What follows belongs to an exercise in optimizing a design on an open flow for small area; a production flow would make more cautious choices. Only simulation tests tie the RTL to the original design; equivalence was not proved. Power and IR drop assume default switching activity.

$ cat flow/config.mk
export PLATFORM = sky130hd
export DESIGN_NAME = snake
export DESIGN_NICKNAME = snake
export VERILOG_FILES = /design/flow/design.v
export SDC_FILE = /design/flow/constraint.sdc
export NUM_CORES = 4
export LEC_CHECK = 0
export CAP_MARGIN = 20
export CORE_MARGIN = 2
export CORE_UTILIZATION = 40
export SLEW_MARGIN = 20
$ cat flow/constraint.sdc
create_clock -name core_clock -period 40.0 [get_ports {clk}]
set_input_delay 8.0000 -clock core_clock [delete_from_list [all_inputs] [get_ports {clk}]]
set_output_delay 8.0000 -clock core_clock [all_outputs]
set_load 0.01 [all_outputs]
$ cat flow/design.v
`timescale 1ns / 1ps
module snake(
    input clk,
    input UP,
    input DOWN,
    input LEFT,
    input RIGHT,
    input in_rst,
    input switch_J15,
    input switch_M13,
    input rx, 
    output O_hs,
	output O_vs,
    output po_flag, 
    output [4:0] move_state,
    output [1:0] general_state,
    output flag_isdead,
    output [3:0] O_red, 
    output [3:0] O_green, 
    output [3:0] O_blue 
);
parameter LENGTH_MAX = 20;
wire [1:0] difficulty_state;
wire rst_n;
wire UP_ns;
wire DOWN_ns;
wire LEFT_ns;
wire RIGHT_ns;
wire UP_bluetooth; 
wire DOWN_bluetooth; 
wire LEFT_bluetooth; 
wire RIGHT_bluetooth; 
wire [4:0] random_x;
wire [4:0] random_y;
wire [LENGTH_MAX * 10 - 1:0] snake_x;
wire [LENGTH_MAX * 10 - 1:0] snake_y;
wire [9:0] snake_length;
wire [7:0] po_data; 
reset reset_inst(
    .in_rst(in_rst),
    .rst_n(rst_n)
);
key_filter key_filter_left(
    .clk(clk),
    .rst_n(rst_n),
    .key(LEFT),
    .update(LEFT_ns)
);
key_filter key_filter_right(
    .clk(clk),
    .rst_n(rst_n),
    .key(RIGHT),
    .update(RIGHT_ns)
);
key_filter key_filter_up(
    .clk(clk),
    .rst_n(rst_n),
    .key(UP),
    .update(UP_ns)
);
key_filter key_filter_down(
    .clk(clk),
    .rst_n(rst_n),
    .key(DOWN),
    .update(DOWN_ns)
);
state_machine state_machine_inst(
    .clk(clk),
    .rst_n(rst_n),
    .up(UP_ns),
    .down(DOWN_ns),
    .right(RIGHT_ns),
    .left(LEFT_ns),
    .UP_bluetooth(UP_bluetooth),
    .DOWN_bluetooth(DOWN_bluetooth),
    .LEFT_bluetooth(LEFT_bluetooth),
    .RIGHT_bluetooth(RIGHT_bluetooth),
    .switch_J15(switch_J15),
    .switch_M13(switch_M13),
    .flag_isdead(flag_isdead),
    .general_state(general_state),
    .move_state(move_state),
    .difficulty_state(difficulty_state)
);
random_xy random_xy_inst(
    .clk(clk),
    .rst_n(rst_n),
    .rand_x(random_x),
    .rand_y(random_y),
    .snake_x(snake_x),
    .snake_y(snake_y),
    .snake_length(snake_length)
);
vga vga_inst(
    .clk(clk), 
    .rst_n(rst_n), 
    .general_state(general_state),
    .difficulty_state(difficulty_state),
    .move_state(move_state),
    .random_x(random_x),
    .random_y(random_y),
    .O_red(O_red),
    .O_green(O_green),
    .O_blue(O_blue),
    .flag_isdead(flag_isdead),
    .snake_x(snake_x),
    .snake_y(snake_y),
    .snake_length(snake_length),
    .O_hs(O_hs),
    .O_vs(O_vs)
);
uart_rx uart_rx_inst(
    .clk(clk),
    .rst_n(rst_n),  
    .rx(rx), 
    .po_flag(po_flag), 
    .po_data(po_data) 
);
translate translate_inst(
    .clk(clk),
    .rst_n(rst_n),
    .po_data(po_data),
    .UP_bluetooth(UP_bluetooth),
    .DOWN_bluetooth(DOWN_bluetooth),
    .LEFT_bluetooth(LEFT_bluetooth),
    .RIGHT_bluetooth(RIGHT_bluetooth)
);
endmodule
module reset(
    input in_rst,
    output rst_n
);
assign rst_n = (in_rst == 1)?1'b0:1'b1;
endmodule
module state_machine(
    input clk,
    input rst_n,
    input up,
    input down,
    input right,
    input left,
    input UP_bluetooth,
    input DOWN_bluetooth,
    input LEFT_bluetooth,
    input RIGHT_bluetooth, 
    input switch_J15,
    input switch_M13,
    input flag_isdead,
    output reg [1:0] general_state,
    output reg [1:0] difficulty_state,
    output reg [4:0] move_state
);
parameter hard = 2'b00; 
parameter mid = 2'b01; 
parameter easy = 2'b10; 
parameter start = 2'b00; 
parameter diff_menu = 2'b01; 
parameter game_start = 2'b10; 
parameter gaming = 2'b11; 
parameter stop = 5'b00001; 
parameter face_up = 5'b00010; 
parameter face_down = 5'b00100; 
parameter face_left = 5'b01000; 
parameter face_right = 5'b10000; 
always@(posedge clk or negedge rst_n)
begin
    if (!rst_n) begin
        general_state <= start;
    end
    else begin
        case (general_state) 
        start: 
        if (up == 1'b0 && down == 1'b1 && left == 1'b0 && right == 1'b0) begin
            general_state <= diff_menu;
        end
        else if (switch_J15 == 1'b1) begin
            general_state <= game_start;
        end
        else begin
            general_state <= start;
        end
        diff_menu:
        if (up == 1'b1 && down == 1'b0 && left == 1'b0 && right == 1'b0) begin
            general_state <= start;
        end
        else begin
            general_state <= general_state;
        end
        game_start:
        if (up == 1'b0 && down == 1'b0 && left == 1'b0 && right == 1'b1) begin
            general_state <= gaming;
        end
        else begin
            general_state <= game_start;
        end
        gaming:
        if (switch_M13 == 1'b1) begin
            general_state <= game_start;
        end
        else begin
            general_state <= gaming;
        end
        default: general_state <= start;
        endcase
    end
end
always@(posedge clk or negedge rst_n)
begin
    if(!rst_n) begin
        difficulty_state <= easy;
    end
    else if(general_state == diff_menu) begin
        case (difficulty_state)
        easy: 
        if (up == 1'b0 && down == 1'b0 && left == 1'b0 && right == 1'b1) begin
            difficulty_state <= mid;
        end
        else begin
            difficulty_state <= easy;
        end
        mid:
        if (up == 1'b0 && down == 1'b0 && left == 1'b1 && right == 1'b0) begin
            difficulty_state <= easy;
        end
        else if(up == 1'b0 && down == 1'b0 && left == 1'b0 && right == 1'b1) begin
            difficulty_state <= hard;
        end
        else begin
            difficulty_state <= mid;
        end
        hard:
        if (up == 1'b0 && down == 1'b0 && left == 1'b1 && right == 1'b0) begin
            difficulty_state <= mid;
        end
        else begin
            difficulty_state <= hard;
        end
        endcase
    end
end
always@(posedge clk or negedge rst_n)
begin
    if(!rst_n)
    begin
        move_state<=stop;
    end
    else if(general_state==game_start)
    begin
        move_state<=stop;
    end
    else if(flag_isdead == 1)
    begin
        move_state<=stop;
    end
    else if(general_state==gaming)
    begin
        case(move_state)
	    stop:
        if(RIGHT_bluetooth == 1'b1 && LEFT_bluetooth == 1'b0 && DOWN_bluetooth == 1'b0 && UP_bluetooth == 1'b0)
			move_state <= face_right;
		else if(RIGHT_bluetooth == 1'b0 && LEFT_bluetooth == 1'b1 && DOWN_bluetooth == 1'b0 && UP_bluetooth == 1'b0)
			move_state <= stop;
		else if(RIGHT_bluetooth == 1'b0 && LEFT_bluetooth == 1'b0 && DOWN_bluetooth == 1'b1 && UP_bluetooth == 1'b0)
			move_state <= face_down;
		else if(RIGHT_bluetooth == 1'b0 && LEFT_bluetooth == 1'b0 && DOWN_bluetooth == 1'b0 && UP_bluetooth == 1'b1)
			move_state <= face_up;
        else if(RIGHT_bluetooth == 1'b0 && LEFT_bluetooth == 1'b0 && DOWN_bluetooth == 1'b0 && UP_bluetooth == 1'b0)
            move_state <= stop;
        else 
            move_state <= stop;
	    face_left:
        if(RIGHT_bluetooth == 1'b1 && LEFT_bluetooth == 1'b0 && DOWN_bluetooth == 1'b0 && UP_bluetooth == 1'b0)
			move_state <= face_left;
		else if(RIGHT_bluetooth == 1'b0 && LEFT_bluetooth == 1'b1 && DOWN_bluetooth == 1'b0 && UP_bluetooth == 1'b0)
			move_state <= face_left;
		else if(RIGHT_bluetooth == 1'b0 && LEFT_bluetooth == 1'b0 && DOWN_bluetooth == 1'b1 && UP_bluetooth == 1'b0)
			move_state <= face_down;
		else if(RIGHT_bluetooth == 1'b0 && LEFT_bluetooth == 1'b0 && DOWN_bluetooth == 1'b0 && UP_bluetooth == 1'b1)
			move_state <= face_up;
        else if(RIGHT_bluetooth == 1'b0 && LEFT_bluetooth == 1'b0 && DOWN_bluetooth == 1'b0 && UP_bluetooth == 1'b0)
            move_state <= face_left;
        else 
            move_state <= face_left;
	    face_right:
        if(RIGHT_bluetooth == 1'b1 && LEFT_bluetooth == 1'b0 && DOWN_bluetooth == 1'b0 && UP_bluetooth == 1'b0)
			move_state <= face_right;
		else if(RIGHT_bluetooth == 1'b0 && LEFT_bluetooth == 1'b1 && DOWN_bluetooth == 1'b0 && UP_bluetooth == 1'b0)
			move_state <= face_right;
		else if(RIGHT_bluetooth == 1'b0 && LEFT_bluetooth == 1'b0 && DOWN_bluetooth == 1'b1 && UP_bluetooth == 1'b0)
			move_state <= face_down;
		else if(RIGHT_bluetooth == 1'b0 && LEFT_bluetooth == 1'b0 && DOWN_bluetooth == 1'b0 && UP_bluetooth == 1'b1)
			move_state <= face_up;
        else if(RIGHT_bluetooth == 1'b0 && LEFT_bluetooth == 1'b0 && DOWN_bluetooth == 1'b0 && UP_bluetooth == 1'b0)
            move_state <= face_right;
        else 
            move_state <= face_right;
	    face_up:
        if(RIGHT_bluetooth == 1'b1 && LEFT_bluetooth == 1'b0 && DOWN_bluetooth == 1'b0 && UP_bluetooth == 1'b0)
			move_state <= face_right;
		else if(RIGHT_bluetooth == 1'b0 && LEFT_bluetooth == 1'b1 && DOWN_bluetooth == 1'b0 && UP_bluetooth == 1'b0)
			move_state <= face_left;
		else if(RIGHT_bluetooth == 1'b0 && LEFT_bluetooth == 1'b0 && DOWN_bluetooth == 1'b1 && UP_bluetooth == 1'b0)
			move_state <= face_up;
		else if(RIGHT_bluetooth == 1'b0 && LEFT_bluetooth == 1'b0 && DOWN_bluetooth == 1'b0 && UP_bluetooth == 1'b1)
			move_state <= face_up;
        else if(RIGHT_bluetooth == 1'b0 && LEFT_bluetooth == 1'b0 && DOWN_bluetooth == 1'b0 && UP_bluetooth == 1'b0)
            move_state <= face_up;
        else 
            move_state <= face_up;
	    face_down:
        if(RIGHT_bluetooth == 1'b1 && LEFT_bluetooth == 1'b0 && DOWN_bluetooth == 1'b0 && UP_bluetooth == 1'b0)
			move_state <= face_right;
		else if(RIGHT_bluetooth == 1'b0 && LEFT_bluetooth == 1'b1 && DOWN_bluetooth == 1'b0 && UP_bluetooth == 1'b0)
			move_state <= face_left;
		else if(RIGHT_bluetooth == 1'b0 && LEFT_bluetooth == 1'b0 && DOWN_bluetooth == 1'b1 && UP_bluetooth == 1'b0)
			move_state <= face_down;
		else if(RIGHT_bluetooth == 1'b0 && LEFT_bluetooth == 1'b0 && DOWN_bluetooth == 1'b0 && UP_bluetooth == 1'b1)
			move_state <= face_down;
        else if(RIGHT_bluetooth == 1'b0 && LEFT_bluetooth == 1'b0 && DOWN_bluetooth == 1'b0 && UP_bluetooth == 1'b0)
            move_state <= face_down;
        else 
            move_state <= face_down;
	    default:
            move_state <= stop;
	    endcase
    end
end
endmodule
module vga
(
    input clk   ,  
    input rst_n ,  
    input [1:0] general_state,
    input [1:0] difficulty_state,
    input [4:0] move_state,
    input [4:0] random_x,
    input [4:0] random_y,
    output reg [3:0] O_red, 
    output reg [3:0] O_green, 
    output reg [3:0] O_blue, 
    output reg [199:0] snake_x,
    output reg [199:0] snake_y,
    output reg [9:0] snake_length,
    output O_hs, 
    output reg flag_isdead,
    output O_vs 
);
parameter start = 2'b00; 
parameter diff_menu = 2'b01; 
parameter game_start = 2'b10; 
parameter gaming = 2'b11; 
parameter hard = 2'b00; 
parameter mid = 2'b01; 
parameter easy = 2'b10; 
parameter length_init = 3; 
parameter headx_init = 340; 
parameter heady_init = 240; 
parameter stop = 5'b00001; 
parameter face_up = 5'b00010; 
parameter face_down = 5'b00100; 
parameter face_left = 5'b01000; 
parameter face_right = 5'b10000; 
parameter square_length = 20;
parameter square_width = 24;
reg [29:0] stay_cnt; 
reg [29:0] interval; 
reg[9:0] food_x; 
reg[8:0] food_y; 
reg flag_food; 
wire issnake; 
wire issnake_green; 
wire issnake_blue; 
wire issnake_pink; 
wire isfood; 
wire h_issnake;
wire v_issnake;
wire h_isfood;
wire v_isfood;
wire flag_printnew; 
parameter   C_H_SYNC_PULSE      =   96  , 
            C_H_BACK_PORCH      =   48  ,
            C_H_ACTIVE_TIME     =   640 ,
            C_H_FRONT_PORCH     =   16  ,
            C_H_LINE_PERIOD     =   800 ;
parameter   C_V_SYNC_PULSE      =   2   , 
            C_V_BACK_PORCH      =   33  ,
            C_V_ACTIVE_TIME     =   480 ,
            C_V_FRONT_PORCH     =   10  ,
            C_V_FRAME_PERIOD    =   525 ;
parameter   h_before = C_H_SYNC_PULSE + C_H_BACK_PORCH;
parameter   h_after = C_H_LINE_PERIOD - C_H_FRONT_PORCH;
parameter   v_before = C_V_SYNC_PULSE + C_V_BACK_PORCH;
parameter   v_after = C_V_FRAME_PERIOD - C_V_FRONT_PORCH;
reg [11:0]      R_h_cnt         ;  
reg [11:0]      R_v_cnt         ;  
wire            W_active_flag   ;  
always @(posedge clk or negedge rst_n)
begin
    if(!rst_n)
        R_h_cnt <=  12'd0   ;
    else if(R_h_cnt == C_H_LINE_PERIOD - 1'b1)
        R_h_cnt <=  12'd0   ;
    else
        R_h_cnt <=  R_h_cnt + 1'b1  ;                
end                
assign O_hs =   (R_h_cnt < C_H_SYNC_PULSE) ? 1'b0 : 1'b1    ; 
always @(posedge clk or negedge rst_n)
begin
    if(!rst_n)
        R_v_cnt <=  12'd0   ;
    else if(R_v_cnt == C_V_FRAME_PERIOD - 1'b1)
        R_v_cnt <=  12'd0   ;
    else if(R_h_cnt == C_H_LINE_PERIOD - 1'b1)
        R_v_cnt <=  R_v_cnt + 1'b1  ;
    else
        R_v_cnt <=  R_v_cnt ;                        
end                
assign O_vs =   (R_v_cnt < C_V_SYNC_PULSE) ? 1'b0 : 1'b1    ; 
assign W_active_flag =  (R_h_cnt >= h_before)  &&
                        (R_h_cnt < h_after)  && 
                        (R_v_cnt >= v_before)  &&
                        (R_v_cnt < v_after);
assign h_issnake = 
    (R_h_cnt >= h_before + snake_x[9:0] && R_h_cnt < h_before + snake_x[9:0] + square_length) ||
    (R_h_cnt >= h_before + snake_x[19:10] && R_h_cnt < h_before + snake_x[19:10] + square_length) ||
    (R_h_cnt >= h_before + snake_x[29:20] && R_h_cnt < h_before + snake_x[29:20] + square_length) ||
    (R_h_cnt >= h_before + snake_x[39:30] && R_h_cnt < h_before + snake_x[39:30] + square_length && snake_length >= 4) ||
    (R_h_cnt >= h_before + snake_x[49:40] && R_h_cnt < h_before + snake_x[49:40] + square_length && snake_length >= 5) ||
    (R_h_cnt >= h_before + snake_x[59:50] && R_h_cnt < h_before + snake_x[59:50] + square_length && snake_length >= 6) ||
    (R_h_cnt >= h_before + snake_x[69:60] && R_h_cnt < h_before + snake_x[69:60] + square_length && snake_length >= 7) ||
    (R_h_cnt >= h_before + snake_x[79:70] && R_h_cnt < h_before + snake_x[79:70] + square_length && snake_length >= 8) ||
    (R_h_cnt >= h_before + snake_x[89:80] && R_h_cnt < h_before + snake_x[89:80] + square_length && snake_length >= 9) ||
    (R_h_cnt >= h_before + snake_x[99:90] && R_h_cnt < h_before + snake_x[99:90] + square_length && snake_length >= 10) ||
    (R_h_cnt >= h_before + snake_x[109:100] && R_h_cnt < h_before + snake_x[109:100] + square_length && snake_length >= 11) ||
    (R_h_cnt >= h_before + snake_x[119:110] && R_h_cnt < h_before + snake_x[119:110] + square_length && snake_length >= 12) ||
    (R_h_cnt >= h_before + snake_x[129:120] && R_h_cnt < h_before + snake_x[129:120] + square_length && snake_length >= 13) || 
    (R_h_cnt >= h_before + snake_x[139:130] && R_h_cnt < h_before + snake_x[139:130] + square_length && snake_length >= 14) || 
    (R_h_cnt >= h_before + snake_x[149:140] && R_h_cnt < h_before + snake_x[149:140] + square_length && snake_length >= 15) || 
    (R_h_cnt >= h_before + snake_x[159:150] && R_h_cnt < h_before + snake_x[159:150] + square_length && snake_length >= 16) || 
    (R_h_cnt >= h_before + snake_x[169:160] && R_h_cnt < h_before + snake_x[169:160] + square_length && snake_length >= 17) || 
    (R_h_cnt >= h_before + snake_x[179:170] && R_h_cnt < h_before + snake_x[179:170] + square_length && snake_length >= 18) || 
    (R_h_cnt >= h_before + snake_x[189:180] && R_h_cnt < h_before + snake_x[189:180] + square_length && snake_length >= 19) || 
    (R_h_cnt >= h_before + snake_x[199:190] && R_h_cnt < h_before + snake_x[199:190] + square_length && snake_length == 20);
assign v_issnake = 
    (R_v_cnt >= v_before + snake_y[9:0] && R_v_cnt < v_before + snake_y[9:0] + square_width) ||
    (R_v_cnt >= v_before + snake_y[19:10] && R_v_cnt < v_before + snake_y[19:10] + square_width) ||
    (R_v_cnt >= v_before + snake_y[29:20] && R_v_cnt < v_before + snake_y[29:20] + square_width) ||
    (R_v_cnt >= v_before + snake_y[39:30] && R_v_cnt < v_before + snake_y[39:30] + square_width && snake_length >= 4) ||
    (R_v_cnt >= v_before + snake_y[49:40] && R_v_cnt < v_before + snake_y[49:40] + square_width && snake_length >= 5) ||
    (R_v_cnt >= v_before + snake_y[59:50] && R_v_cnt < v_before + snake_y[59:50] + square_width && snake_length >= 6) ||
    (R_v_cnt >= v_before + snake_y[69:60] && R_v_cnt < v_before + snake_y[69:60] + square_width && snake_length >= 7) ||
    (R_v_cnt >= v_before + snake_y[79:70] && R_v_cnt < v_before + snake_y[79:70] + square_width && snake_length >= 8) ||
    (R_v_cnt >= v_before + snake_y[89:80] && R_v_cnt < v_before + snake_y[89:80] + square_width && snake_length >= 9) ||
    (R_v_cnt >= v_before + snake_y[99:90] && R_v_cnt < v_before + snake_y[99:90] + square_width && snake_length >= 10) ||
    (R_v_cnt >= v_before + snake_y[109:100] && R_v_cnt < v_before + snake_y[109:100] + square_width && snake_length >= 11) ||
    (R_v_cnt >= v_before + snake_y[119:110] && R_v_cnt < v_before + snake_y[119:110] + square_width && snake_length >= 12) ||
    (R_v_cnt >= v_before + snake_y[129:120] && R_v_cnt < v_before + snake_y[129:120] + square_width && snake_length >= 13) || 
    (R_v_cnt >= v_before + snake_y[139:130] && R_v_cnt < v_before + snake_y[139:130] + square_width && snake_length >= 14) || 
    (R_v_cnt >= v_before + snake_y[149:140] && R_v_cnt < v_before + snake_y[149:140] + square_width && snake_length >= 15) || 
    (R_v_cnt >= v_before + snake_y[159:150] && R_v_cnt < v_before + snake_y[159:150] + square_width && snake_length >= 16) || 
    (R_v_cnt >= v_before + snake_y[169:160] && R_v_cnt < v_before + snake_y[169:160] + square_width && snake_length >= 17) || 
    (R_v_cnt >= v_before + snake_y[179:170] && R_v_cnt < v_before + snake_y[179:170] + square_width && snake_length >= 18) || 
    (R_v_cnt >= v_before + snake_y[189:180] && R_v_cnt < v_before + snake_y[189:180] + square_width && snake_length >= 19) || 
    (R_v_cnt >= v_before + snake_y[199:190] && R_v_cnt < v_before + snake_y[199:190] + square_width && snake_length == 20);
assign issnake = h_issnake && v_issnake;
assign issnake_green = (
 ((R_v_cnt >= v_before + snake_y[9:0] && R_v_cnt < v_before + snake_y[9:0] + square_width)
&&(R_h_cnt >= h_before + snake_x[9:0] && R_h_cnt < h_before + snake_x[9:0] + square_length)) ||
 ((R_v_cnt >= v_before + snake_y[39:30] && R_v_cnt < v_before + snake_y[39:30] + square_width)
&&(R_h_cnt >= h_before + snake_x[39:30] && R_h_cnt < h_before + snake_x[39:30] + square_length)) ||
 ((R_v_cnt >= v_before + snake_y[69:60] && R_v_cnt < v_before + snake_y[69:60] + square_width)
&&(R_h_cnt >= h_before + snake_x[69:60] && R_h_cnt < h_before + snake_x[69:60] + square_length)) ||
 ((R_v_cnt >= v_before + snake_y[99:90] && R_v_cnt < v_before + snake_y[99:90] + square_width)
&&(R_h_cnt >= h_before + snake_x[99:90] && R_h_cnt < h_before + snake_x[99:90] + square_length)) ||
 ((R_v_cnt >= v_before + snake_y[129:120] && R_v_cnt < v_before + snake_y[129:120] + square_width)
&&(R_h_cnt >= h_before + snake_x[129:120] && R_h_cnt < h_before + snake_x[129:120] + square_length)) ||
 ((R_v_cnt >= v_before + snake_y[159:150] && R_v_cnt < v_before + snake_y[159:150] + square_width)
&&(R_h_cnt >= h_before + snake_x[159:150] && R_h_cnt < h_before + snake_x[159:150] + square_length)) ||
 ((R_v_cnt >= v_before + snake_y[189:180] && R_v_cnt < v_before + snake_y[189:180] + square_width)
&&(R_h_cnt >= h_before + snake_x[189:180] && R_h_cnt < h_before + snake_x[189:180] + square_length))
);
assign issnake_blue = (
 ((R_v_cnt >= v_before + snake_y[19:10] && R_v_cnt < v_before + snake_y[19:10] + square_width)
&&(R_h_cnt >= h_before + snake_x[19:10] && R_h_cnt < h_before + snake_x[19:10] + square_length)) ||
 ((R_v_cnt >= v_before + snake_y[49:40] && R_v_cnt < v_before + snake_y[49:40] + square_width)
&&(R_h_cnt >= h_before + snake_x[49:40] && R_h_cnt < h_before + snake_x[49:40] + square_length)) ||
 ((R_v_cnt >= v_before + snake_y[79:70] && R_v_cnt < v_before + snake_y[79:70] + square_width)
&&(R_h_cnt >= h_before + snake_x[79:70] && R_h_cnt < h_before + snake_x[79:70] + square_length)) ||
 ((R_v_cnt >= v_before + snake_y[109:100] && R_v_cnt < v_before + snake_y[109:100] + square_width)
&&(R_h_cnt >= h_before + snake_x[109:100] && R_h_cnt < h_before + snake_x[109:100] + square_length)) ||
 ((R_v_cnt >= v_before + snake_y[139:130] && R_v_cnt < v_before + snake_y[139:130] + square_width)
&&(R_h_cnt >= h_before + snake_x[139:130] && R_h_cnt < h_before + snake_x[139:130] + square_length)) ||
 ((R_v_cnt >= v_before + snake_y[169:160] && R_v_cnt < v_before + snake_y[169:160] + square_width)
&&(R_h_cnt >= h_before + snake_x[169:160] && R_h_cnt < h_before + snake_x[169:160] + square_length)) ||
 ((R_v_cnt >= v_before + snake_y[199:190] && R_v_cnt < v_before + snake_y[199:190] + square_width)
&&(R_h_cnt >= h_before + snake_x[199:190] && R_h_cnt < h_before + snake_x[199:190] + square_length))
);
assign issnake_pink = (
 ((R_v_cnt >= v_before + snake_y[29:20] && R_v_cnt < v_before + snake_y[29:20] + square_width)
&&(R_h_cnt >= h_before + snake_x[29:20] && R_h_cnt < h_before + snake_x[29:20] + square_length)) ||
 ((R_v_cnt >= v_before + snake_y[59:50] && R_v_cnt < v_before + snake_y[59:50] + square_width)
&&(R_h_cnt >= h_before + snake_x[59:50] && R_h_cnt < h_before + snake_x[59:50] + square_length)) ||
 ((R_v_cnt >= v_before + snake_y[89:80] && R_v_cnt < v_before + snake_y[89:80] + square_width)
&&(R_h_cnt >= h_before + snake_x[89:80] && R_h_cnt < h_before + snake_x[89:80] + square_length)) ||
 ((R_v_cnt >= v_before + snake_y[119:110] && R_v_cnt < v_before + snake_y[119:110] + square_width)
&&(R_h_cnt >= h_before + snake_x[119:110] && R_h_cnt < h_before + snake_x[119:110] + square_length)) ||
 ((R_v_cnt >= v_before + snake_y[149:140] && R_v_cnt < v_before + snake_y[149:140] + square_width)
&&(R_h_cnt >= h_before + snake_x[149:140] && R_h_cnt < h_before + snake_x[149:140] + square_length)) ||
 ((R_v_cnt >= v_before + snake_y[179:170] && R_v_cnt < v_before + snake_y[179:170] + square_width)
&&(R_h_cnt >= h_before + snake_x[179:170] && R_h_cnt < h_before + snake_x[179:170] + square_length))
);
assign h_isfood = (R_h_cnt >= h_before + food_x) && (R_h_cnt < h_before + food_x + square_length);
assign v_isfood = (R_v_cnt >= v_before + food_y) && (R_v_cnt < v_before + food_y + square_width);
assign isfood = h_isfood && v_isfood;
always @(posedge clk or negedge rst_n)
begin
    if(!rst_n) 
    begin  
        O_red   <=  4'b0000;
        O_green <=  4'b0000;
        O_blue  <=  4'b0000; 
    end
    else if(W_active_flag)
    begin
        case (general_state) 
        start:
        begin
            O_red   <=  4'b0000;
            O_green <=  4'b0000;
            O_blue  <=  4'b0000; 
        end
        diff_menu:
        begin
            case (difficulty_state) 
            easy:
            begin
            if (R_v_cnt >= v_before + 220 && R_v_cnt < v_before + 260) 
            begin
                if (R_h_cnt >= h_before + 220 && R_h_cnt < h_before + 260) 
                begin
                    O_red   <=  4'b0000;
                    O_green <=  4'b0000;
                    O_blue  <=  4'b0000; 
                end 
                else if(R_h_cnt >= h_before + 300 && R_h_cnt < h_before + 340
                     || R_h_cnt >= h_before + 380 && R_h_cnt < h_before + 420) 
                begin
                    O_red   <=  4'b0000;
                    O_green <=  4'b0000;
                    O_blue  <=  4'b1111;
                end 
                else begin
                    O_red   <=  4'b1111;
                    O_green <=  4'b1111;
                    O_blue  <=  4'b1111; 
                end 
            end 
            else
            begin
                O_red   <=  4'b1111;
                O_green <=  4'b1111;
                O_blue  <=  4'b1111;  
            end 
            end 
            mid:
            begin
            if (R_v_cnt >= v_before + 220 && R_v_cnt < v_before + 260) 
            begin
                if (R_h_cnt >= h_before + 300 && R_h_cnt < h_before + 340) 
                begin
                    O_red   <=  4'b0000;
                    O_green <=  4'b0000;
                    O_blue  <=  4'b0000; 
                end 
                else if(R_h_cnt >= h_before + 220 && R_h_cnt < h_before + 260
                     || R_h_cnt >= h_before + 380 && R_h_cnt < h_before + 420) 
                begin
                    O_red   <=  4'b0000;
                    O_green <=  4'b0000;
                    O_blue  <=  4'b1111;
                end 
                else begin
                    O_red   <=  4'b1111;
                    O_green <=  4'b1111;
                    O_blue  <=  4'b1111; 
                end 
            end 
            else   
            begin           
                O_red   <=  4'b1111;
                O_green <=  4'b1111;
                O_blue  <=  4'b1111;  
            end
            end 
            hard:
            begin
            if (R_v_cnt >= v_before + 220 && R_v_cnt < v_before + 260) 
            begin
                if (R_h_cnt >= h_before + 380 && R_h_cnt < h_before + 420) 
                begin
                    O_red   <=  4'b0000;
                    O_green <=  4'b0000;
                    O_blue  <=  4'b0000; 
                end
                else if(R_h_cnt >= h_before + 300 && R_h_cnt < h_before + 340
                     || R_h_cnt >= h_before + 220 && R_h_cnt < h_before + 260) 
                begin
                    O_red   <=  4'b0000;
                    O_green <=  4'b0000;
                    O_blue  <=  4'b1111;
                end
                else begin
                    O_red   <=  4'b1111;
                    O_green <=  4'b1111;
                    O_blue  <=  4'b1111; 
                end
            end
            else
            begin           
                O_red   <=  4'b1111;
                O_green <=  4'b1111;
                O_blue  <=  4'b1111;  
            end
            end 
            endcase
        end
        game_start:
        begin
            if
            (
            (R_h_cnt >= h_before + snake_x[9:0] && R_h_cnt < h_before + snake_x[9:0] + square_length
            && R_v_cnt >= v_before + snake_y[9:0] && R_v_cnt < v_before + snake_y[9:0] + square_width)
            ||(R_h_cnt >= h_before + snake_x[19:10] && R_h_cnt < h_before + snake_x[19:10] + square_length
            && R_v_cnt >= v_before + snake_y[19:10] && R_v_cnt < v_before + snake_y[19:10] + square_width)
            ||(R_h_cnt >= h_before + snake_x[29:20] && R_h_cnt < h_before + snake_x[29:20] + square_length
            && R_v_cnt >= v_before + snake_y[29:20] && R_v_cnt < v_before + snake_y[29:20] + square_width)
            ) 
            begin
                O_red   <=  4'b0000;
                O_green <=  4'b1111;
                O_blue  <=  4'b0000;
            end
            else
            begin
                O_red   <=  4'b1111;
                O_green <=  4'b1111;
                O_blue  <=  4'b1111;
            end
        end
        gaming:
        begin
            if (isfood == 1) 
            begin
                O_red   <=  4'b1111;
                O_green <=  4'b0000;
                O_blue  <=  4'b0000;
            end
            else if(issnake_green == 1 && issnake == 1)
            begin
                O_red   <=  4'b0000;
                O_green <=  4'b1111;
                O_blue  <=  4'b0000;
            end
            else if(issnake_blue == 1 && issnake == 1)
            begin
                O_red   <=  4'b0000;
                O_green <=  4'b0000;
                O_blue  <=  4'b1111;
            end
            else if(issnake_pink == 1 && issnake == 1)
            begin
                O_red   <=  4'b1111;
                O_green <=  4'b0000;
                O_blue  <=  4'b1111;
            end
            else 
            begin
                O_red   <=  4'b1111;
                O_green <=  4'b1111;
                O_blue  <=  4'b1111;
            end
        end
        default: 
        begin
            O_red   <=  4'b0000;
            O_green <=  4'b0000;
            O_blue  <=  4'b0000; 
        end
        endcase
    end
    else
        begin
            O_red   <=  4'b0000;
            O_green <=  4'b0000;
            O_blue  <=  4'b0000; 
        end   
end
always@(posedge clk or negedge rst_n)
if (!rst_n)
	stay_cnt <= 0;
else if(general_state == game_start)
    stay_cnt <= 0;
else if (stay_cnt < interval - 1 && general_state == gaming && move_state != stop)
	stay_cnt <= stay_cnt + 1'b1;
else if (stay_cnt == interval - 1 && general_state == gaming && move_state != stop)
	stay_cnt <= 0;
assign flag_printnew = (stay_cnt == interval - 1)?1'b1:1'b0;
always@(posedge clk or negedge rst_n)
if (!rst_n)
	interval <= 4000;
else if (difficulty_state == easy && general_state == diff_menu)
	interval <= 4000;
else if (difficulty_state == mid && general_state == diff_menu)
	interval <= 2000;
else if (difficulty_state == hard && general_state == diff_menu)
	interval <= 1000;
else
    interval <= interval;
always@(posedge clk or negedge rst_n)
if(!rst_n)
	snake_length <= length_init;
else if(general_state == game_start)
	snake_length <= length_init;
else if(flag_food==1)
	snake_length <= snake_length+1;
else if(snake_length==20)
    snake_length <= snake_length;
else
    snake_length <= snake_length;
always@(posedge clk or negedge rst_n)
if(!rst_n)
	flag_food <= 0;
else if(food_x == snake_x[9:0] && food_y == snake_y[9:0] && general_state == gaming)
	flag_food <= 1;
else 
	flag_food <= 0;
always@(posedge clk or negedge rst_n)
if(!rst_n)
	food_x <= 0;
else if(flag_food == 1)
	food_x <= random_x * square_length;
else if(general_state==game_start)
	food_x <= random_x * square_length;
always@(posedge clk or negedge rst_n)
if(!rst_n)
	food_y <= 0;
else if(flag_food == 1)
	food_y <= random_y * square_width;
else if(general_state==game_start)
	food_y <= random_y * square_width;
always@(posedge clk or negedge rst_n)
if (!rst_n)
	flag_isdead <= 0;
else if(general_state == game_start)
	flag_isdead <= 0;
else if(flag_isdead == 0)
begin
	if (snake_x[9:0]<0 || snake_x[9:0]>640 - square_length || snake_y[9:0]<0 || snake_y[9:0]>480 - square_width)
		flag_isdead <= 1;
	else if (snake_x[9:0]==snake_x[19:10] && snake_y[9:0]==snake_y[19:10])
		flag_isdead <= 1;
	else if (snake_x[9:0]==snake_x[29:20] && snake_y[9:0]==snake_y[29:20])
		flag_isdead <= 1;
	else if (snake_x[9:0]==snake_x[39:30] && snake_y[9:0]==snake_y[39:30] && snake_length >= 4)
		flag_isdead <= 1;
	else if (snake_x[9:0]==snake_x[49:40] && snake_y[9:0]==snake_y[49:40] && snake_length >= 5)
		flag_isdead <= 1;
	else if (snake_x[9:0]==snake_x[59:50] && snake_y[9:0]==snake_y[59:50] && snake_length >= 6)
		flag_isdead <= 1;
	else if (snake_x[9:0]==snake_x[69:60] && snake_y[9:0]==snake_y[69:60] && snake_length >= 7)
		flag_isdead <= 1;
    else if (snake_x[9:0]==snake_x[79:70] && snake_y[9:0]==snake_y[79:70] && snake_length >= 8)
		flag_isdead <= 1;
	else if (snake_x[9:0]==snake_x[89:80] && snake_y[9:0]==snake_y[89:80] && snake_length >= 9)
		flag_isdead <= 1;
	else if (snake_x[9:0]==snake_x[99:90] && snake_y[9:0]==snake_y[99:90] && snake_length >= 10)
		flag_isdead <= 1;
	else if (snake_x[9:0]==snake_x[109:100] && snake_y[9:0]==snake_y[109:100] && snake_length >= 11)
		flag_isdead <= 1;
	else if (snake_x[9:0]==snake_x[119:110] && snake_y[9:0]==snake_y[119:110] && snake_length >= 12)
		flag_isdead <= 1;
	else if (snake_x[9:0]==snake_x[129:120] && snake_y[9:0]==snake_y[129:120] && snake_length >= 13)
		flag_isdead <= 1;
	else if (snake_x[9:0]==snake_x[139:130] && snake_y[9:0]==snake_y[139:130] && snake_length >= 14)
		flag_isdead <= 1;
	else if (snake_x[9:0]==snake_x[149:140] && snake_y[9:0]==snake_y[149:140] && snake_length >= 15)
		flag_isdead <= 1;
    else if (snake_x[9:0]==snake_x[159:150] && snake_y[9:0]==snake_y[159:150] && snake_length >= 16)
		flag_isdead <= 1;
	else if (snake_x[9:0]==snake_x[169:160] && snake_y[9:0]==snake_y[169:160] && snake_length >= 17)
		flag_isdead <= 1;
	else if (snake_x[9:0]==snake_x[179:170] && snake_y[9:0]==snake_y[179:170] && snake_length >= 18)
		flag_isdead <= 1;
	else if (snake_x[9:0]==snake_x[189:180] && snake_y[9:0]==snake_y[189:180] && snake_length >= 19)
		flag_isdead <= 1;
	else if (snake_x[9:0]==snake_x[199:190] && snake_y[9:0]==snake_y[199:190] && snake_length >= 20)
		flag_isdead <= 1;
	else
		flag_isdead <= 0;
end
always@(posedge clk or negedge rst_n)
if(!rst_n) 
begin
    snake_x[9:0] <= headx_init;                     snake_y[9:0] <= heady_init;
    snake_x[19:10] <= headx_init - square_length;   snake_y[19:10] <= heady_init;
    snake_x[29:20] <= headx_init - 2*square_length; snake_y[29:20] <= heady_init;
    snake_x[39:30] <= 0; snake_y[39:30] <= 0;
    snake_x[49:40] <= 0; snake_y[49:40] <= 0;
    snake_x[59:50] <= 0; snake_y[59:50] <= 0;
    snake_x[69:60] <= 0; snake_y[69:60] <= 0;
    snake_x[79:70] <= 0; snake_y[79:70] <= 0;
    snake_x[89:80] <= 0; snake_y[89:80] <= 0;
    snake_x[99:90] <= 0; snake_y[99:90] <= 0;
    snake_x[109:100] <= 0; snake_y[109:100] <= 0;
    snake_x[119:110] <= 0; snake_y[119:110] <= 0;
    snake_x[129:120] <= 0; snake_y[129:120] <= 0;
    snake_x[139:130] <= 0; snake_y[139:130] <= 0;
    snake_x[149:140] <= 0; snake_y[149:140] <= 0;
    snake_x[159:150] <= 0; snake_y[159:150] <= 0;
    snake_x[169:160] <= 0; snake_y[169:160] <= 0;
    snake_x[179:170] <= 0; snake_y[179:170] <= 0;
    snake_x[189:180] <= 0; snake_y[189:180] <= 0;
    snake_x[199:190] <= 0; snake_y[199:190] <= 0;
end
else if (general_state == game_start) 
begin
    snake_x[9:0] <= headx_init;                     snake_y[9:0] <= heady_init;
    snake_x[19:10] <= headx_init - square_length;   snake_y[19:10] <= heady_init;
    snake_x[29:20] <= headx_init - 2*square_length; snake_y[29:20] <= heady_init;
    snake_x[39:30] <= 0; snake_y[39:30] <= 0;
    snake_x[49:40] <= 0; snake_y[49:40] <= 0;
    snake_x[59:50] <= 0; snake_y[59:50] <= 0;
    snake_x[69:60] <= 0; snake_y[69:60] <= 0;
    snake_x[79:70] <= 0; snake_y[79:70] <= 0;
    snake_x[89:80] <= 0; snake_y[89:80] <= 0;
    snake_x[99:90] <= 0; snake_y[99:90] <= 0;
    snake_x[109:100] <= 0; snake_y[109:100] <= 0;
    snake_x[119:110] <= 0; snake_y[119:110] <= 0;
    snake_x[129:120] <= 0; snake_y[129:120] <= 0;
    snake_x[139:130] <= 0; snake_y[139:130] <= 0;
    snake_x[149:140] <= 0; snake_y[149:140] <= 0;
    snake_x[159:150] <= 0; snake_y[159:150] <= 0;
    snake_x[169:160] <= 0; snake_y[169:160] <= 0;
    snake_x[179:170] <= 0; snake_y[179:170] <= 0;
    snake_x[189:180] <= 0; snake_y[189:180] <= 0;
    snake_x[199:190] <= 0; snake_y[199:190] <= 0;
end
else if(move_state == stop)
begin
    snake_x[9:0] <= snake_x[9:0]; 
    snake_y[9:0] <= snake_y[9:0];
    snake_x[19:10] <= snake_x[19:10]; 
    snake_y[19:10] <= snake_y[19:10];
    snake_x[29:20] <= snake_x[29:20]; 
    snake_y[29:20] <= snake_y[29:20];
    snake_x[39:30] <= snake_x[39:30]; 
    snake_y[39:30] <= snake_y[39:30];
    snake_x[49:40] <= snake_x[49:40]; 
    snake_y[49:40] <= snake_y[49:40];
    snake_x[59:50] <= snake_x[59:50]; 
    snake_y[59:50] <= snake_y[59:50];
    snake_x[69:60] <= snake_x[69:60]; 
    snake_y[69:60] <= snake_y[69:60];
    snake_x[79:70] <= snake_x[79:70]; 
    snake_y[79:70] <= snake_y[79:70];
    snake_x[89:80] <= snake_x[89:80]; 
    snake_y[89:80] <= snake_y[89:80];
    snake_x[99:90] <= snake_x[99:90]; 
    snake_y[99:90] <= snake_y[99:90];
    snake_x[109:100] <= snake_x[109:100]; 
    snake_y[109:100] <= snake_y[109:100];
    snake_x[119:110] <= snake_x[119:110]; 
    snake_y[119:110] <= snake_y[119:110];
    snake_x[129:120] <= snake_x[129:120]; 
    snake_y[129:120] <= snake_y[129:120];
    snake_x[139:130] <= snake_x[139:130]; 
    snake_y[139:130] <= snake_y[139:130];
    snake_x[149:140] <= snake_x[149:140]; 
    snake_y[149:140] <= snake_y[149:140];
    snake_x[159:150] <= snake_x[159:150]; 
    snake_y[159:150] <= snake_y[159:150];
    snake_x[169:160] <= snake_x[169:160];
    snake_y[169:160] <= snake_y[169:160];
    snake_x[179:170] <= snake_x[179:170]; 
    snake_y[179:170] <= snake_y[179:170];
    snake_x[189:180] <= snake_x[189:180]; 
    snake_y[189:180] <= snake_y[189:180];
    snake_x[199:190] <= snake_x[199:190]; 
    snake_y[199:190] <= snake_y[199:190];
end
else if(flag_printnew == 1 && move_state != stop && general_state == gaming)
begin
    case (move_state)
        face_right:
        begin  
            snake_x[9:0] <= snake_x[9:0] + square_length;
            snake_y[9:0] <= snake_y[9:0];
        end
        face_left: 
        begin
            snake_x[9:0] <= snake_x[9:0] - square_length;
            snake_y[9:0] <= snake_y[9:0];
        end
        face_up:
        begin
            snake_y[9:0] <= snake_y[9:0] - square_width;
            snake_x[9:0] <= snake_x[9:0];
        end
        face_down:
        begin
            snake_y[9:0] <= snake_y[9:0] + square_width;
            snake_x[9:0] <= snake_x[9:0];
        end
    endcase
    snake_x[19:10] <= snake_x[9:0]; snake_y[19:10] <= snake_y[9:0];
    snake_x[29:20] <= snake_x[19:10]; snake_y[29:20] <= snake_y[19:10];
    snake_x[39:30] <= snake_x[29:20]; snake_y[39:30] <= snake_y[29:20];
    snake_x[49:40] <= snake_x[39:30]; snake_y[49:40] <= snake_y[39:30];
    snake_x[59:50] <= snake_x[49:40]; snake_y[59:50] <= snake_y[49:40];
    snake_x[69:60] <= snake_x[59:50]; snake_y[69:60] <= snake_y[59:50];
    snake_x[79:70] <= snake_x[69:60]; snake_y[79:70] <= snake_y[69:60];
    snake_x[89:80] <= snake_x[79:70]; snake_y[89:80] <= snake_y[79:70];
    snake_x[99:90] <= snake_x[89:80]; snake_y[99:90] <= snake_y[89:80];
    snake_x[109:100] <= snake_x[99:90]; snake_y[109:100] <= snake_y[99:90];
    snake_x[119:110] <= snake_x[109:100]; snake_y[119:110] <= snake_y[109:100];
    snake_x[129:120] <= snake_x[119:110]; snake_y[129:120] <= snake_y[119:110];
    snake_x[139:130] <= snake_x[129:120]; snake_y[139:130] <= snake_y[129:120];
    snake_x[149:140] <= snake_x[139:130]; snake_y[149:140] <= snake_y[139:130];
    snake_x[159:150] <= snake_x[149:140]; snake_y[159:150] <= snake_y[149:140];
    snake_x[169:160] <= snake_x[159:150]; snake_y[169:160] <= snake_y[159:150];
    snake_x[179:170] <= snake_x[169:160]; snake_y[179:170] <= snake_y[169:160];
    snake_x[189:180] <= snake_x[179:170]; snake_y[189:180] <= snake_y[179:170];
    snake_x[199:190] <= snake_x[189:180]; snake_y[199:190] <= snake_y[189:180];
end
endmodule
module key_filter(
    input clk,
    input rst_n,
    input key,
    output reg update
);
parameter cnt_max = 20'd999;
reg[19:0]	cnt;
always@(posedge clk or negedge rst_n)
begin
if(!rst_n)
	cnt <= 0;
else if (key == 1'b1)
	cnt <= 0;
else if (cnt == cnt_max)
	cnt <= cnt_max;
else
	cnt <= cnt+1'b1;
end
always@(posedge clk or negedge rst_n)
if(!rst_n)
	update <= 0;
else if (cnt == cnt_max - 1)
    update <= 1;
else 
    update <= 0;
endmodule
module random_xy(
    input clk,				
    input rst_n,
    input [199:0] snake_x,
    input [199:0] snake_y,
    input [9:0] snake_length,
    output reg [4:0] rand_x,				 
    output reg [4:0] rand_y
);
parameter square_length = 20;
parameter square_width = 24;
wire snake_coincide_rand;
assign snake_coincide_rand = (
(rand_x * square_length == snake_x[9:0] && rand_y * square_width == snake_y[9:0]) ||
(rand_x * square_length == snake_x[19:10] && rand_y * square_width == snake_y[19:10]) ||
(rand_x * square_length == snake_x[29:20] && rand_y * square_width == snake_y[29:20]) ||
(rand_x * square_length == snake_x[39:30] && rand_y * square_width == snake_y[39:30] && snake_length >= 4) ||
(rand_x * square_length == snake_x[49:40] && rand_y * square_width == snake_y[49:40] && snake_length >= 5) ||
(rand_x * square_length == snake_x[59:50] && rand_y * square_width == snake_y[59:50] && snake_length >= 6) ||
(rand_x * square_length == snake_x[69:60] && rand_y * square_width == snake_y[69:60] && snake_length >= 7) ||
(rand_x * square_length == snake_x[79:70] && rand_y * square_width == snake_y[79:70] && snake_length >= 8) ||
(rand_x * square_length == snake_x[89:80] && rand_y * square_width == snake_y[89:80] && snake_length >= 9) ||
(rand_x * square_length == snake_x[99:90] && rand_y * square_width == snake_y[99:90] && snake_length >= 10) ||
(rand_x * square_length == snake_x[109:100] && rand_y * square_width == snake_y[109:100] && snake_length >= 11) ||
(rand_x * square_length == snake_x[119:110] && rand_y * square_width == snake_y[119:110] && snake_length >= 12) ||
(rand_x * square_length == snake_x[129:120] && rand_y * square_width == snake_y[129:120] && snake_length >= 13) ||
(rand_x * square_length == snake_x[139:130] && rand_y * square_width == snake_y[139:130] && snake_length >= 14) ||
(rand_x * square_length == snake_x[149:140] && rand_y * square_width == snake_y[149:140] && snake_length >= 15) ||
(rand_x * square_length == snake_x[159:150] && rand_y * square_width == snake_y[159:150] && snake_length >= 16) ||
(rand_x * square_length == snake_x[169:160] && rand_y * square_width == snake_y[169:160] && snake_length >= 17) ||
(rand_x * square_length == snake_x[179:170] && rand_y * square_width == snake_y[179:170] && snake_length >= 18) ||
(rand_x * square_length == snake_x[189:180] && rand_y * square_width == snake_y[189:180] && snake_length >= 19) ||
(rand_x * square_length == snake_x[199:190] && rand_y * square_width == snake_y[199:190] && snake_length == 20)
);
always@(posedge clk or negedge rst_n)
if (!rst_n)
	rand_x <= 0;
else
begin
    if (snake_coincide_rand == 1)
        rand_x <= 0;
    else
    begin
        if (rand_x == 31)
	        rand_x <= 0;
        else
	        rand_x <= rand_x+1;
    end
end
always@(posedge clk or negedge rst_n)
if (!rst_n)
	rand_y <= 0;
else
begin
    if (snake_coincide_rand == 1)
        rand_y <= 0;
    else
    begin
        if (rand_y == 19 && rand_x == 31)
	        rand_y <= 0;
        else if (rand_x == 31)
	        rand_y <= rand_y+1;  
    end
end
endmodule 
module uart_rx(
    input clk,    
    input rst_n,  
    input rx, 
    output reg po_flag,
    output reg [7:0] po_data 
);
localparam   UART_BPS    = 1_562_500;
localparam   CLK_FREQ    = 25_000_000;
localparam  BAUD_CNT_MAX = CLK_FREQ/UART_BPS;
reg         rx_reg1     ;
reg         rx_reg2     ;
reg         rx_reg3     ;
reg         start_nedge ;
reg         work_en     ;
reg [12:0]  baud_cnt    ;
reg         bit_flag    ;
reg [3:0]   bit_cnt     ;
reg [7:0]   rx_data     ;
reg         rx_flag     ;
always@(posedge clk or negedge rst_n)
    if(!rst_n)
        rx_reg1 <= 1'b1;
    else
        rx_reg1 <= rx;
always@(posedge clk or negedge rst_n)
    if(!rst_n)
        rx_reg2 <= 1'b1;
    else
        rx_reg2 <= rx_reg1;
always@(posedge clk or negedge rst_n)
    if(!rst_n)
        rx_reg3 <= 1'b1;
    else
        rx_reg3 <= rx_reg2;
always@(posedge clk or negedge rst_n)
    if(!rst_n)
        start_nedge <= 1'b0;
    else    if((~rx_reg2) && (rx_reg3))
        start_nedge <= 1'b1;
    else
        start_nedge <= 1'b0;
always@(posedge clk or negedge rst_n)
    if(!rst_n)
        work_en <= 1'b0;
    else    if(start_nedge == 1'b1)
        work_en <= 1'b1;
    else    if((bit_cnt == 4'd8) && (bit_flag == 1'b1))
        work_en <= 1'b0;
always@(posedge clk or negedge rst_n)
    if(!rst_n)
        baud_cnt <= 13'b0;
    else    if((baud_cnt == BAUD_CNT_MAX - 1) || (work_en == 1'b0))
        baud_cnt <= 13'b0;
    else    if(work_en == 1'b1)
        baud_cnt <= baud_cnt + 1'b1;
always@(posedge clk or negedge rst_n)
    if(!rst_n)
        bit_flag <= 1'b0;
    else    if(baud_cnt == BAUD_CNT_MAX/2 - 1)
        bit_flag <= 1'b1;
    else
        bit_flag <= 1'b0;
always@(posedge clk or negedge rst_n)
    if(!rst_n)
        bit_cnt <= 4'b0;
    else    if((bit_cnt == 4'd8) && (bit_flag == 1'b1))
        bit_cnt <= 4'b0;
     else    if(bit_flag ==1'b1)
         bit_cnt <= bit_cnt + 1'b1;
always@(posedge clk or negedge rst_n)
    if(!rst_n)
        rx_data <= 8'b0;
    else    if((bit_cnt >= 4'd1)&&(bit_cnt <= 4'd8)&&(bit_flag == 1'b1))
        rx_data <= {rx_reg3, rx_data[7:1]};
always@(posedge clk or negedge rst_n)
    if(!rst_n)
        rx_flag <= 1'b0;
    else    if((bit_cnt == 4'd8) && (bit_flag == 1'b1))
        rx_flag <= 1'b1;
    else
        rx_flag <= 1'b0;
always@(posedge clk or negedge rst_n)
    if(!rst_n)
        po_data <= 8'b0;
    else    if(rx_flag == 1'b1)
        po_data <= rx_data;
always@(posedge clk or negedge rst_n)
    if(!rst_n)
        po_flag <= 1'b0;
    else
        po_flag <= rx_flag;
endmodule
module translate(
    input clk,
    input rst_n,
    input [7:0] po_data,
    output reg UP_bluetooth,
    output reg DOWN_bluetooth,
    output reg LEFT_bluetooth,
    output reg RIGHT_bluetooth    
);
always@(posedge clk or negedge rst_n)
if (!rst_n)
begin
    UP_bluetooth <= 0;
    DOWN_bluetooth <= 0;
    LEFT_bluetooth <= 0;
    RIGHT_bluetooth <= 0;
end
else
begin
    case (po_data)
    8'h01:
    begin
        UP_bluetooth <= 1;
    end
    8'h02:
    begin
        DOWN_bluetooth <= 1;
    end
    8'h03:
    begin
        LEFT_bluetooth <= 1;
    end
    8'h04:
    begin
        RIGHT_bluetooth <= 1;
    end
    8'hf1:
    begin
        UP_bluetooth <= 0;
    end
    8'hf2:
    begin
        DOWN_bluetooth <= 0;
    end
    8'hf3:
    begin
        LEFT_bluetooth <= 0;
    end
    8'hf4:
    begin
        RIGHT_bluetooth <= 0;
    end
    default:
    begin
        UP_bluetooth <= 0;
        DOWN_bluetooth <= 0;
        LEFT_bluetooth <= 0;
        RIGHT_bluetooth <= 0;
    end
    endcase
end
endmodule
$ cat flow/run.sh
#!/bin/bash
# synth_recipe.tcl (not shown) runs the flow's synth.tcl, then flattens the netlist and writes it again
# the make line also repeats each setting of config.mk as NAME=value (left out here)
make -C /OpenROAD-flow-scripts/flow DESIGN_CONFIG=/design/flow/config.mk WORK_HOME=/design/flow/orfs CLKGATE_MAP_FILE= SYNTH_SCRIPT=/design/flow/synth_recipe.tcl finish
==> flow_summary_export.csv <==
group,metric,value,unit
sta,layout_worst_path_cycle_share,27.6,%
global_route,grt_max_degree,168,
die,die_area,154000,um2
pwr,internal_power,1.19,mW
global_route,gr-total-overflow,0,
hold_path,min_path_type,"reg2reg",
finish,instances_no_fill,9118,
cts,cts_sinks,556,
sta,tightest_slew,1.17,ns
global_route,grt_pass1_vias,52000,
placed_design,dp_hpwl,147,mm
sta,rsz0062_at_grt,"no",
critical_path,crit_arrival,3.04,ns
placed_design,dp_cells,8993,
synth,synth_seq_area_share,23.1,%
detailed_routing,vias_per_cell,5.79,
finish,drive_above_1_share,4.69,%
critical_path,crit_path_start_kind,"flop",
detailed_routing,ant_nets,0,
finish,fillerInstances,14900,
synth,syn_area_per_cell,8.27,um2
pwr,p_leak,28.9,nW
detailed_routing,wl_met3,14.6,mm
pwr,clockPowerShare,33.8,%
pwr,swShare,38.8,%
die,die_y,393,um
global_route,grt_pass1_wl,310,mm
global_route,antenna_found_initial,4,
critical_path,worstSetupPathType,"reg2out",
synth,synth_cell_types,88,
pwr,irDropWorstVdd,0.0572,mV
finish,syn_to_final_growth,7.20,%
die,die_w,393,um
cts,clkLatencyLatePin,0.69,ns
pwr,p_comb_share,34.3,%
cts,cts_hold_buf,0,
synth,syn-cell-area,60400,um2
sta,fin_tns_setup,0,ns
placed_design,io_buffers,31,
synth,async_flop_share,100,%
finish,diodes,0,
cts,htreeDepth,3,
placed_design,place_congestion,1.03,
cts,numCtsBuffers,69,
detailed_routing,drt-total-wl,202,mm
die,core.rowCount,142,
synth,ys.warnings.count,6,
cts,post_cts_buffers,0,
detailed_routing,drc,0,
synth,synth_edf_count,0,
sta,hold_viol,0,
pwr,p_seq_share,32.0,%
detailed_routing,wire_per_inst,22.1,um
detailed_routing,vias,52800,
synth,synth_seq_cells,556,
sta,finalSetupViolCount,0,
cts,cts_max_path_buffers,3,
sta,clock.fmax,90.5,MHz
synth,dominantRegCellSynth,"dfrtp_1",
die,io_pins,32,
pwr,p_per_area,30.1,nW/um2
die,start_util,40.3,%
sta,drv_slew,0,
critical_path,critPathMaxFanout,22,
flow_run,maxCapViolCount,0,
outcome,status,"complete, no violations",
detailed_routing,drt_iter0_drc,4326,
detailed_routing,wl_met2,90.5,mm
detailed_routing,drt-pass1-iter-count,5,
cts,ctsRootBufferMaster,"clkbuf_16",
cts,cts_tree,"done",
pwr,p_total,1.95,mW
detailed_routing,drt-met1-wl,83.1,mm
cts,clk_pin_slew_worst_paths,0.06,ns
sta,min_period,11.04,ns
sta,clock_skew,0.0318,ns
critical_path,endpoint_kind,"primary output",
die,coreArea,150000,um2
detailed_routing,top_layer,"met5",
global_route,track_usage,25.9,%
pwr,p_sw,756,uW
cts,cts_resized,0,
critical_path,required,32.00,ns
synth,synthCells,7308,
sta,relSlewSlack,21.5,%
finish,nets,8100,
-- placed cells by master (no fill, tap or decap), types with 26 or more instances in the layout --
cell type,netlist,final
clkdlybuf4s50_1,0,31
nor4_1,145,142
inv_1,308,307
ha_1,1039,1038
nor2b_1,50,50
nand2b_1,89,89
and3_1,87,87
clkbuf_16,0,69
nand4_1,130,130
o21ai_0,227,227
or3_1,31,31
dfstp_2,32,32
xor2_1,598,596
nand2_1,910,910
nor3_1,146,145
a31oi_1,52,52
nand3_1,168,168
dfrtp_1,524,494
nand3b_1,26,26
dfrtp_2,0,30
buf_4,16,92
nor2_1,372,372
o211ai_1,52,52
a2111oi_0,40,38
o21a_1,66,66
a21o_1,98,98
xnor2_1,572,568
a211oi_1,74,74
a21oi_1,633,632
conb_1,1,42
-- per-layer routing --
| layer | vias up | global-route usage, % |
|---|---|---|
| li1 | 24900 | - |
| met1 | 25400 | 31.9 |
| met2 | 1861 | 42.1 |
| met3 | 589 | 5.29 |
| met4 | 4 | 14.5 |
| met5 | - | 0 |
-- worst max-delay path, cell delays in order (launching register included) --
cell	delay [ns]
dfrtp_2	0.66
nor3_1	0.38
nand3b_1	0.16
or4_1	0.62
clkdlybuf4s50_1	0.53
-- flip-flops by register name, summed over array words and instances (netlist names), 8 cells and up --
register and cells:
vga_inst.stay_cnt 30, key_filter_down.cnt 20, uart_rx_inst.baud_cnt 13, vga_inst.R_h_cnt 12, uart_rx_inst.rx_data 8, vga_inst.snake_x 160, key_filter_up.cnt 20, vga_inst.R_v_cnt 12
vga_inst.snake_length 10, uart_rx_inst.po_data 8, vga_inst.food_x 8, vga_inst.snake_y 159, key_filter_right.cnt 20, key_filter_left.cnt 20
-- metrics by stage --
stage               util, %  hold WS [ns]  setup slack [ns]  instance area, um2
finish                 43.2         0.356             28.96               64800
global route           43.2         0.358             28.85               64800
CTS                    43.2         0.356             28.86               64700
detailed placement     41.6         0.347             29.04               62400
global placement       41.6         0.348             29.07               62400
floorplan                 -         0.345             16.51               60600
-- synth_stat cells (all sizes together) (18+ instances only) --
master / count / area, um2
nor4: 146 / 928
nor2b: 50 / 313
and3: 87 / 544
dfrtp: 524 / 13100
a21oi: 633 / 3170
a21o: 98 / 736
or3: 31 / 194
o2111ai: 18 / 158
nand3: 168 / 841
a211oi: 74 / 556
buf: 98 / 462
nor2: 374 / 1410
dfstp: 32 / 841
ha: 1039 / 13000
o211ai: 52 / 390
o21ai: 229 / 1150
inv: 308 / 1160
xor2: 598 / 5240
a31oi: 53 / 347
nand4: 130 / 813
xnor2: 572 / 5010
nand2: 910 / 3420
nand2b: 89 / 557
nand3b: 26 / 195
nor3: 149 / 761
o21a: 66 / 495
clkbuf: 403 / 1510
a2111oi: 40 / 350
-- power groups by stage --
stage	Sequential (mW)	Combinational, mW	Clock (mW)
after CTS	0.621	0.653	0.668
after global placement	0.630	0.636	0
final	0.623	0.668	0.659
after detailed placement	0.631	0.650	0
after global routing	0.625	0.724	0.690
after floorplan	0.616	0.473	0
-- worst paths after layout --
check                                       from                 endpoint  slack [ns]  cells after the start
min in group asynchronous                 in_rst  key_filter_left.cnt[13]        7.82                      2
hold reg to reg             uart_rx_inst.rx_reg1     uart_rx_inst.rx_reg2        0.36                      0
hold / removal              uart_rx_inst.rx_reg1     uart_rx_inst.rx_reg2        0.36                      0
setup / recovery             vga_inst.R_v_cnt[7]                     O_vs       28.96                      4
setup reg to reg           vga_inst.snake_y[122]      vga_inst.O_green[2]       34.64                     18
max in group asynchronous                 in_rst    vga_inst.snake_x[153]       29.96                      4
-- kinds of logic (layout without fill, tap and decap cells) --
logic type	Yosys count	count (layout)	share of synthesized area (%)
multiplexers	20	20	0.362
XOR/XNOR	1170	1170	17.0
other	1	42	0.00621
flip-flops	556	556	23.1
AND/OR/NAND/NOR	2257	2257	17.8
buffers and inverters	810	563	5.19
AO/OA/AOI/OAI	1451	1451	14.9
adder cells (fa/ha/maj)	1043	1043	21.7
-- cell type report --
cell class / count / area [um2] / area share (%)
Multi-Input combinational cell: 5983 / 43600 / 67.4
Sequential cell: 556 / 14000 / 21.6
Tap cell: 2016 / 2520 / 3.90
Clock buffer: 91 / 1890 / 2.92
Inverter: 309 / 1170 / 1.80
Timing Repair Buffer: 129 / 1100 / 1.69
Clock inverter: 34 / 462 / 0.713

## separate check: timing with driven ports
Ports are ideal in the flow. The routed layout listed here was re-timed in OpenROAD.
Step 1 (the two cells are an assumption about what drives the block):
set clk [get_ports {clk}]
set_driving_cell -lib_cell sky130_fd_sc_hd__clkbuf_16 $clk
set_driving_cell -lib_cell sky130_fd_sc_hd__buf_2 [delete_from_list [all_inputs] $clk]
Step 2, shift: input delay + t, output delay - t, t = (earliest + latest rising clock arrival at the registers) / 2. This alone moves slack from input paths to output paths.
a / b / c = ideal / step 1 / step 2; a / b = the first two.
t, ns: 0.753
setup WS [ns]: 28.955 / 28.877 / 29.264
worst data-port slew with drivers (ns): 0.03
pins driven straight from the clock port: 1
After both steps setup and hold are still met in this run. For this run, drivers alone change the setup slack by -0.078 ns; drivers and shift together by +0.309 ns. Setup slack includes reset recovery checks.
